From an optimization exercise on the open Yosys and OpenROAD flow, aimed at small area; shortcuts taken in it are not production practice. The RTL was checked by simulation tests, not by an equivalence proof against the original design. Power and IR drop assume default switching activity.

==> 10-08: inputs <==
// cpu
module cpu (
    input           clk,
    input           rst,
    output          imem_en,
    output          imem_wen,
    output  [31:0]  imem_addr,
    output  [31:0]  imem_wdata,
    input   [31:0]  imem_rdata,
    output          dmem_en,
    output          dmem_wen,
    output  [31:0]  dmem_addr,
    output  [31:0]  dmem_wdata,
    input   [31:0]  dmem_rdata
);
    reg  [2:0]  ph;          
    reg         r2;          
    reg  [31:2] pc;
    reg  [31:0] T;           
    reg  [31:0] D;           
    reg         c;           
    reg         ic;          
    reg         nz;          
    reg         flag;        
    reg  [4:0]  s;           
    reg         sgn;         
    reg  [3:0]  pv1, pv2;    
    wire [31:0] inst = { imem_rdata[7:0], imem_rdata[15:8], imem_rdata[23:16], imem_rdata[31:24] };
    wire [2:0]  f3   = inst[14:12];
    wire o6 = inst[6], o5 = inst[5], o4 = inst[4], o3 = inst[3], o2 = inst[2];
    wire i_br    =  o6 & ~o2;
    wire i_jalr  =  o6 &  o2 & ~o3;
    wire i_jal   =  o6 &  o3;
    wire i_ld    = ~o6 & ~o5 & ~o4;
    wire i_st    = ~o6 &  o5 & ~o4;
    wire i_opi   = ~o6 & ~o5 &  o4 & ~o2;
    wire i_auipc = ~o6 & ~o5 &  o4 &  o2;
    wire i_op    = ~o6 &  o5 &  o4 & ~o2;
    wire i_lui   = ~o6 &  o5 &  o4 &  o2;
    wire i_alu   = i_op | i_opi;
    wire i_sh    = i_alu & (f3[1:0] == 2'b01);
    wire i_slt   = i_alu & (f3[2:1] == 2'b01);
    wire [4:0] rs1 = inst[19:15];
    wire [4:0] rs2 = inst[24:20];
    wire [4:0] rd  = inst[11:7];
    wire [31:0] immI = { {20{inst[31]}}, inst[31:20] };
    wire [31:0] immS = { {20{inst[31]}}, inst[31:25], inst[11:7] };
  ...
export LEC_CHECK = 0
export ABC_AREA = 1
export CAP_MARGIN = 20
export CORE_MARGIN = 2
export CORE_UTILIZATION = 65
export SLEW_MARGIN = 20
create_clock -name core_clock -period 13.0 [get_ports {clk}]
standard.sh (not shown) runs the stock make flow with config.mk's settings and CLKGATE_MAP_FILE= SYNTH_SCRIPT=/design/flow/synth_recipe.tcl, a recipe that flattens the netlist after the stock synthesis.
==> flow/flow/run.sh <==
#!/bin/bash
# The standard layout (standard.sh: ORFS with the standard synthesis),
# with two changes:
#  - ports are buffered with buf_1 instead of the default buffer cell;
#  - clock tree: sink clusters of up to 30 flops within 60 um, no dummy loads.
set -euo pipefail
cd "$(dirname "$0")/.."
export BUFFER_PORTS_ARGS="-buffer_cell sky130_fd_sc_hd__buf_1"
export CTS_ARGS="-sink_clustering_enable -repair_clock_nets -sink_clustering_size 30 -sink_clustering_max_diameter 60 -dont_use_dummy_load"
bash standard.sh finish > flow_standard.log 2>&1
==> 05-15 (differences from 10-08) <==
--- a/flow/design.v
+++ b/flow/design.v
@@ -19,27 +19,26 @@
     reg  [31:0] D;           
     reg         c;           
     reg         ic;          
     reg         nz;          
     reg         flag;        
     reg  [4:0]  s;           
     reg         sgn;         
-    reg  [3:0]  pv1, pv2;    
     wire [31:0] inst = { imem_rdata[7:0], imem_rdata[15:8], imem_rdata[23:16], imem_rdata[31:24] };
+    wire [4:0]  opc  = inst[6:2];
     wire [2:0]  f3   = inst[14:12];
-    wire o6 = inst[6], o5 = inst[5], o4 = inst[4], o3 = inst[3], o2 = inst[2];
-    wire i_br    =  o6 & ~o2;
-    wire i_jalr  =  o6 &  o2 & ~o3;
-    wire i_jal   =  o6 &  o3;
-    wire i_ld    = ~o6 & ~o5 & ~o4;
-    wire i_st    = ~o6 &  o5 & ~o4;
-    wire i_opi   = ~o6 & ~o5 &  o4 & ~o2;
-    wire i_auipc = ~o6 & ~o5 &  o4 &  o2;
-    wire i_op    = ~o6 &  o5 &  o4 & ~o2;
-    wire i_lui   = ~o6 &  o5 &  o4 &  o2;
+    wire i_lui   = opc == 5'b01101;
+    wire i_auipc = opc == 5'b00101;
+    wire i_jal   = opc == 5'b11011;
+    wire i_jalr  = opc == 5'b11001;
+    wire i_br    = opc == 5'b11000;
+    wire i_ld    = opc == 5'b00000;
+    wire i_st    = opc == 5'b01000;
+    wire i_opi   = opc == 5'b00100;
+    wire i_op    = opc == 5'b01100;
     wire i_alu   = i_op | i_opi;
     wire i_sh    = i_alu & (f3[1:0] == 2'b01);
     wire i_slt   = i_alu & (f3[2:1] == 2'b01);
     wire [4:0] rs1 = inst[19:15];
     wire [4:0] rs2 = inst[24:20];
     wire [4:0] rd  = inst[11:7];
     wire [31:0] immI = { {20{inst[31]}}, inst[31:20] };
@@ -90,63 +89,54 @@
                         f3 == 3'b110    ? a | b :
                         f3 == 3'b111    ? a & b : sum[3:0];
     wire ltu = ~sum[4];
     wire lt  = (a[3] ^ b[3]) ? a[3] : ltu;
     wire eq  = ~nz & (a == b);
     wire taken = (f3[2] ? (f3[1] ? ltu : lt) : eq) ^ f3[0];
     wire [4:0] inc = {1'b0, pc_n} + {2'b0, first, 2'b0} + {4'b0, ~first & ic};
-    wire       left    = ~f3[2];
-    wire       fill    = inst[30] & sgn;
-    wire       big     = |s[4:3];
-    wire       sh_last = ~big | (s == 5'd8);
-    wire [11:0] win    = left ? { D[3:0], first ? 4'b0 : pv1, (ph[2:1] == 2'b00) ? 4'b0 : pv2 }
-                              : { (ph[2:1] == 2'b11) ? {4{fill}} : D[11:8], last ? {4{fill}} : D[7:4], D[3:0] };
-    wire [3:0] o       = left ? (big ? 4'd0 : 4'd8 - {1'b0, s[2:0]})
-                              : (big ? 4'd8 : {1'b0, s[2:0]});
+    wire       left = ~f3[2];
+    wire [4:0] t    = left ? (~s + 5'd1) : s;
+    wire [63:0] DD  = { D, D };
+    wire [7:0] win  = DD[4*t[4:2] +: 8];
+    wire [3:0] rot  = win[t[1:0] +: 4];
+    wire       fill = ~left & inst[30] & sgn;
     reg  [3:0] sh_n;
+    integer j;
     always @* begin
-        case (o)
-            4'd0: sh_n = win[3:0];
-            4'd1: sh_n = win[4:1];
-            4'd2: sh_n = win[5:2];
-            4'd3: sh_n = win[6:3];
-            4'd4: sh_n = win[7:4];
-            4'd5: sh_n = win[8:5];
-            4'd6: sh_n = win[9:6];
-            4'd7: sh_n = win[10:7];
-            default: sh_n = win[11:8];
-        endcase
+        for (j = 0; j < 4; j = j + 1) begin
+            if ((left ? {ph, j[1:0]} : ~{ph, j[1:0]}) < s)
+                sh_n[j] = left ? 1'b0 : fill;
+            else
+                sh_n[j] = rot[j];
+        end
     end
     wire [31:0] ldv = { dmem_rdata[7:0], dmem_rdata[15:8], dmem_rdata[23:16], dmem_rdata[31:24] };
     assign wd = ~r2             ? ((i_jal | i_jalr) ? inc[3:0] : res) :
                 i_ld            ? (first ? ldv[3:0] : D[3:0]) :
                 i_slt           ? {3'b0, first & flag} :
                                   sh_n;
-    assign rf_we = r2 ? (i_ld | (i_sh & sh_last) | i_slt)
+    assign rf_we = r2 ? (i_ld | i_sh | i_slt)
                       : ((i_alu & ~i_sh & ~i_slt) | i_lui | i_auipc | i_jal | i_jalr);
     wire t_main = r2 ? i_br : (i_jal | i_jalr | i_ld | i_st);
     wire [3:0] t_in = t_main ? sum[3:0] : inc[3:0];
     wire [31:0] tn = { t_in, T[31:4] };
-    wire done = r2 ? ~(i_sh & ~sh_last) : ~(i_ld | i_st | i_sh | i_slt | (i_br & taken));
+    wire done = r2 | ~(i_ld | i_st | i_sh | i_slt | (i_br & taken));
     always @(posedge clk) begin
         T  <= tn;
         c  <= sum[4];
         ic <= inc[4];
         nz <= (~first & nz) | (a != b);
         if (last & ~r2) flag <= f3[0] ? ltu : lt;
         if (~r2 & first) s[3:0] <= b;
         if (~r2 & (ph == 3'd1)) s[4] <= b[0];
         if (~r2 & last) sgn <= ra[3];
-        if (r2 & last & ~sh_last) s[4:3] <= s[4:3] - 2'd1;
-        pv1 <= D[3:0];
-        pv2 <= pv1;
         if (r2 & i_ld & first)
             D <= { ldv[3:0], ldv[31:4] };
         else
-            D <= { r2 ? sh_n : i_st ? rb : ra, D[31:4] };
+            D <= { r2 ? D[3:0] : i_st ? rb : ra, D[31:4] };
         if (rst) begin
             ph <= 3'd0;
             r2 <= 1'b0;
             pc <= 30'h400;
         end else begin
             ph <= ph + 3'd1;
             if (last) begin
==> flow/run.sh (new file) <==
#!/bin/bash
# synth_recipe.tcl (not shown) runs the flow's synth.tcl, then flattens the netlist and writes it again
# the make line also repeats each setting of config.mk as NAME=value (left out here)
make -C /OpenROAD-flow-scripts/flow DESIGN_CONFIG=/design/flow/config.mk WORK_HOME=/design/flow/orfs CLKGATE_MAP_FILE= SYNTH_SCRIPT=/design/flow/synth_recipe.tcl finish
removed: flow/flow/run.sh
removed: flow/standard.sh
==> 02-22 (differences from 10-08) <==
--- a/flow/design.v
+++ b/flow/design.v
@@ -16,15 +16,14 @@
     reg         r2;          
     reg  [31:2] pc;
     reg  [31:0] T;           
     reg  [31:0] D;           
     reg         c;           
     reg         ic;          
     reg         nz;          
-    reg         flag;        
     reg  [4:0]  s;           
     reg         sgn;         
     reg  [3:0]  pv1, pv2;    
     wire [31:0] inst = { imem_rdata[7:0], imem_rdata[15:8], imem_rdata[23:16], imem_rdata[31:24] };
     wire [2:0]  f3   = inst[14:12];
     wire o6 = inst[6], o5 = inst[5], o4 = inst[4], o3 = inst[3], o2 = inst[2];
     wire i_br    =  o6 & ~o2;
@@ -80,23 +79,25 @@
     wire first = ph == 3'd0;
     wire last  = ph == 3'd7;
     wire       use_pc = i_auipc | i_jal | (i_br & r2);
     wire [3:0] a      = i_lui ? 4'b0 : use_pc ? pc_n : ra;
     wire [3:0] b      = (i_op | (i_br & ~r2)) ? rb : imm_n;
     wire       sub    = (i_op & inst[30] & (f3 == 3'b000)) | i_slt | (i_br & ~r2);
     wire       cin    = first ? sub : c;
-    wire [4:0] sum    = {1'b0, a} + {1'b0, b ^ {4{sub}}} + {4'b0, cin};
+    wire       sgnd   = (i_slt | (i_br & ~r2)) & (f3[2] ? ~f3[1] : ~f3[0]) & last;
+    wire [3:0] ac     = { a[3] ^ sgnd, a[2:0] };
+    wire [3:0] bc     = { b[3] ^ sgnd, b[2:0] } ^ {4{sub}};
+    wire [4:0] sum    = {1'b0, ac} + {1'b0, bc} + {4'b0, cin};
     wire [3:0] res    = ~i_alu          ? sum[3:0] :
                         f3 == 3'b100    ? a ^ b :
                         f3 == 3'b110    ? a | b :
                         f3 == 3'b111    ? a & b : sum[3:0];
-    wire ltu = ~sum[4];
-    wire lt  = (a[3] ^ b[3]) ? a[3] : ltu;
+    wire lt  = ~sum[4];
     wire eq  = ~nz & (a == b);
-    wire taken = (f3[2] ? (f3[1] ? ltu : lt) : eq) ^ f3[0];
+    wire taken = (f3[2] ? lt : eq) ^ f3[0];
     wire [4:0] inc = {1'b0, pc_n} + {2'b0, first, 2'b0} + {4'b0, ~first & ic};
     wire       left    = ~f3[2];
     wire       fill    = inst[30] & sgn;
     wire       big     = |s[4:3];
     wire       sh_last = ~big | (s == 5'd8);
     wire [11:0] win    = left ? { D[3:0], first ? 4'b0 : pv1, (ph[2:1] == 2'b00) ? 4'b0 : pv2 }
                               : { (ph[2:1] == 2'b11) ? {4{fill}} : D[11:8], last ? {4{fill}} : D[7:4], D[3:0] };
@@ -115,28 +116,27 @@
             4'd7: sh_n = win[10:7];
             default: sh_n = win[11:8];
         endcase
     end
     wire [31:0] ldv = { dmem_rdata[7:0], dmem_rdata[15:8], dmem_rdata[23:16], dmem_rdata[31:24] };
     assign wd = ~r2             ? ((i_jal | i_jalr) ? inc[3:0] : res) :
                 i_ld            ? (first ? ldv[3:0] : D[3:0]) :
-                i_slt           ? {3'b0, first & flag} :
+                i_slt           ? {3'b0, first & ~c} :
                                   sh_n;
     assign rf_we = r2 ? (i_ld | (i_sh & sh_last) | i_slt)
                       : ((i_alu & ~i_sh & ~i_slt) | i_lui | i_auipc | i_jal | i_jalr);
     wire t_main = r2 ? i_br : (i_jal | i_jalr | i_ld | i_st);
     wire [3:0] t_in = t_main ? sum[3:0] : inc[3:0];
     wire [31:0] tn = { t_in, T[31:4] };
     wire done = r2 ? ~(i_sh & ~sh_last) : ~(i_ld | i_st | i_sh | i_slt | (i_br & taken));
     always @(posedge clk) begin
         T  <= tn;
         c  <= sum[4];
         ic <= inc[4];
         nz <= (~first & nz) | (a != b);
-        if (last & ~r2) flag <= f3[0] ? ltu : lt;
         if (~r2 & first) s[3:0] <= b;
         if (~r2 & (ph == 3'd1)) s[4] <= b[0];
         if (~r2 & last) sgn <= ra[3];
         if (r2 & last & ~sh_last) s[4:3] <= s[4:3] - 2'd1;
         pv1 <= D[3:0];
         pv2 <= pv1;
         if (r2 & i_ld & first)
==> flow/flow/run.sh (replaced) <==
#!/bin/bash
# The standard layout (standard.sh) with these changes:
#  - after the standard synthesis, its combinational logic is mapped again
#    by ABC with an area-oriented script (flow/resyn.ys.in); flip-flops keep
#    their cells and names;
#  - ports are buffered with buf_1 instead of the default buffer cell;
#  - clock tree: sink clusters of up to 30 flops within 60 um, no dummy loads.
set -euo pipefail
cd "$(dirname "$0")/.."
W=$(pwd)
R=$W/orfs/results/sky130hd/cpu/base
LIB=$FLOW_HOME/platforms/sky130hd/lib/sky130_fd_sc_hd__tt_025C_1v80.lib
YOSYS=$FLOW_HOME/../tools/install/yosys/bin/yosys
[ -x "$YOSYS" ] || YOSYS=yosys
export BUFFER_PORTS_ARGS="-buffer_cell sky130_fd_sc_hd__buf_1"
export CTS_ARGS="-sink_clustering_enable -repair_clock_nets -sink_clustering_size 30 -sink_clustering_max_diameter 60 -dont_use_dummy_load"

bash standard.sh synth > flow_synth.log 2>&1
cp $R/1_2_yosys.v $W/std_synth.v
sed -e "s#@LIB@#$LIB#g" -e "s#@IN@#$W/std_synth.v#g" -e "s#@OUT@#$W/resyn.v#g" flow/resyn.ys.in > resyn.ys
$YOSYS -l resyn.log -s resyn.ys > /dev/null 2>&1
# same flip-flops, same names
diff <(grep -E '^ *sky130_fd_sc_hd__[a-z]*df[a-z]*_[0-9] ' std_synth.v | sort) \
     <(grep -E '^ *sky130_fd_sc_hd__[a-z]*df[a-z]*_[0-9] ' resyn.v | sort) > resyn_flops.diff
sleep 1
cp resyn.v $R/1_2_yosys.v
bash standard.sh finish > flow_standard.log 2>&1
==> flow/flow/resyn.ys.in (new file) <==
# Re-map the combinational logic of the standard synthesis netlist with a
# stronger ABC script. Flip-flops (and their instance names) are kept as
# they are: their cell modules are kept as hierarchy while the rest is
# flattened into logic and mapped again.
read_liberty -ignore_miss_func @LIB@
read_verilog @IN@
hierarchy -top cpu
setattr -mod -set keep_hierarchy 1 sky130_fd_sc_hd__dfxtp_1 sky130_fd_sc_hd__edfxtp_1 sky130_fd_sc_hd__dfrtp_1 sky130_fd_sc_hd__dfstp_1 sky130_fd_sc_hd__dfxtp_2 sky130_fd_sc_hd__dfxtp_4
flatten
opt_clean
abc -liberty @LIB@ -dont_use sky130_fd_sc_hd__lpflow_bleeder_1 -dont_use sky130_fd_sc_hd__lpflow_clkbufkapwr_1 -dont_use sky130_fd_sc_hd__lpflow_clkbufkapwr_16 -dont_use sky130_fd_sc_hd__lpflow_clkbufkapwr_2 -dont_use sky130_fd_sc_hd__lpflow_clkbufkapwr_4 -dont_use sky130_fd_sc_hd__lpflow_clkbufkapwr_8 -dont_use sky130_fd_sc_hd__lpflow_clkinvkapwr_1 -dont_use sky130_fd_sc_hd__lpflow_clkinvkapwr_16 -dont_use sky130_fd_sc_hd__lpflow_clkinvkapwr_2 -dont_use sky130_fd_sc_hd__lpflow_clkinvkapwr_4 -dont_use sky130_fd_sc_hd__lpflow_clkinvkapwr_8 -dont_use sky130_fd_sc_hd__lpflow_decapkapwr_12 -dont_use sky130_fd_sc_hd__lpflow_decapkapwr_3 -dont_use sky130_fd_sc_hd__lpflow_decapkapwr_4 -dont_use sky130_fd_sc_hd__lpflow_decapkapwr_6 -dont_use sky130_fd_sc_hd__lpflow_decapkapwr_8 -dont_use sky130_fd_sc_hd__lpflow_inputiso0n_1 -dont_use sky130_fd_sc_hd__lpflow_inputiso0p_1 -dont_use sky130_fd_sc_hd__lpflow_inputiso1n_1 -dont_use sky130_fd_sc_hd__lpflow_inputiso1p_1 -dont_use sky130_fd_sc_hd__lpflow_inputisolatch_1 -dont_use sky130_fd_sc_hd__lpflow_isobufsrc_1 -dont_use sky130_fd_sc_hd__lpflow_isobufsrc_16 -dont_use sky130_fd_sc_hd__lpflow_isobufsrc_2 -dont_use sky130_fd_sc_hd__lpflow_isobufsrc_4 -dont_use sky130_fd_sc_hd__lpflow_isobufsrc_8 -dont_use sky130_fd_sc_hd__lpflow_isobufsrckapwr_16 -dont_use sky130_fd_sc_hd__lpflow_lsbuf_lh_hl_isowell_tap_1 -dont_use sky130_fd_sc_hd__lpflow_lsbuf_lh_hl_isowell_tap_2 -dont_use sky130_fd_sc_hd__lpflow_lsbuf_lh_hl_isowell_tap_4 -dont_use sky130_fd_sc_hd__lpflow_lsbuf_lh_isowell_4 -dont_use sky130_fd_sc_hd__lpflow_lsbuf_lh_isowell_tap_1 -dont_use sky130_fd_sc_hd__lpflow_lsbuf_lh_isowell_tap_2 -dont_use sky130_fd_sc_hd__lpflow_lsbuf_lh_isowell_tap_4 -dont_use sky130_fd_sc_hd__probe_p_8 -dont_use sky130_fd_sc_hd__probec_p_8  -script "+strash; &get -n; &dch -f; &nf -R 1000; &put"
opt_clean -purge
hilomap -singleton -hicell sky130_fd_sc_hd__conb_1 HI -locell sky130_fd_sc_hd__conb_1 LO
insbuf -buf sky130_fd_sc_hd__buf_4 A X
splitnets
opt_clean -purge
stat -liberty @LIB@
select cpu
write_verilog -noattr -noexpr -nohex -nodec -selected @OUT@
==> results.txt <==
	02-22	10-08	05-15
DPL Wire Length	53900 um	61300 um	66600 um
Multi-input logic cell count	1099	1411	1565
Fraction of area in registers	71.5%	68.0%	60.8%
Cell depth of the worst flop-to-flop path	16	20	22
Simple logic cell fraction of the synthesized area	-	13.5%	16.3%
Max frequency	0.119 GHz	0.125 GHz	0.115 GHz
Clock buffer count from CTS	46	49	94
Final-layout non-clock buffer area share	2.33%	2.06%	4.56%
Combinational gate power	387 uW	599 uW	492 uW
Count of clock-net buffers in the final layout	46	49	137
Layout fillers	2863	3054	2722
Run status	finished clean	finished clean	finished clean
Total Routing Usage GR	32.6%	35.4%	41.2%
Power consumed by the clock network	1590 uW	1640 uW	2950 uW
Grt met1 use	41.8%	46.7%	48.1%
Worst-case setup margin in the final layout	4.60 ns	4.99 ns	4.27 ns
Routed length per instance	25.3 um	24.1 um	26.3 um
Wire length on met2	36300 um	40200 um	47300 um
Fraction of synthesized cell area taken by the top area cell type	-	72.2%	70.1%
Minimum period implied by the final worst setup slack	8.40 ns	8.01 ns	8.73 ns

[port drivers added, routing unchanged]
Ports are ideal in the flow. The routed layouts listed here were re-timed in OpenROAD.
Step 1, drivers: a clkbuf_16 drives clk and a buf_2 each remaining input, both assumed.
Step 2 moves the port delays by t, midway between the first and last clock arrival at a register: inputs arrive t later, outputs are due t later. That takes back most of the time a late clock gives input paths.
Three values: no drivers, after step 1, after step 2; two values: the first two.
run	shift t [ns]	slack for setup (ns)	worst register clock-pin slew, ns
10-08	0.651	4.986 / 5.029 / 4.377	0.11 / 0.11
05-15	0.722	4.272 / 4.269 / 3.546	0.08 / 0.08
02-22	0.639	4.602 / 4.633 / 3.994	0.11 / 0.11
After both steps every run listed still meets setup and hold. For 05-15, which loses most, drivers alone change the setup slack by -0.003 ns; drivers and shift together by -0.726 ns.
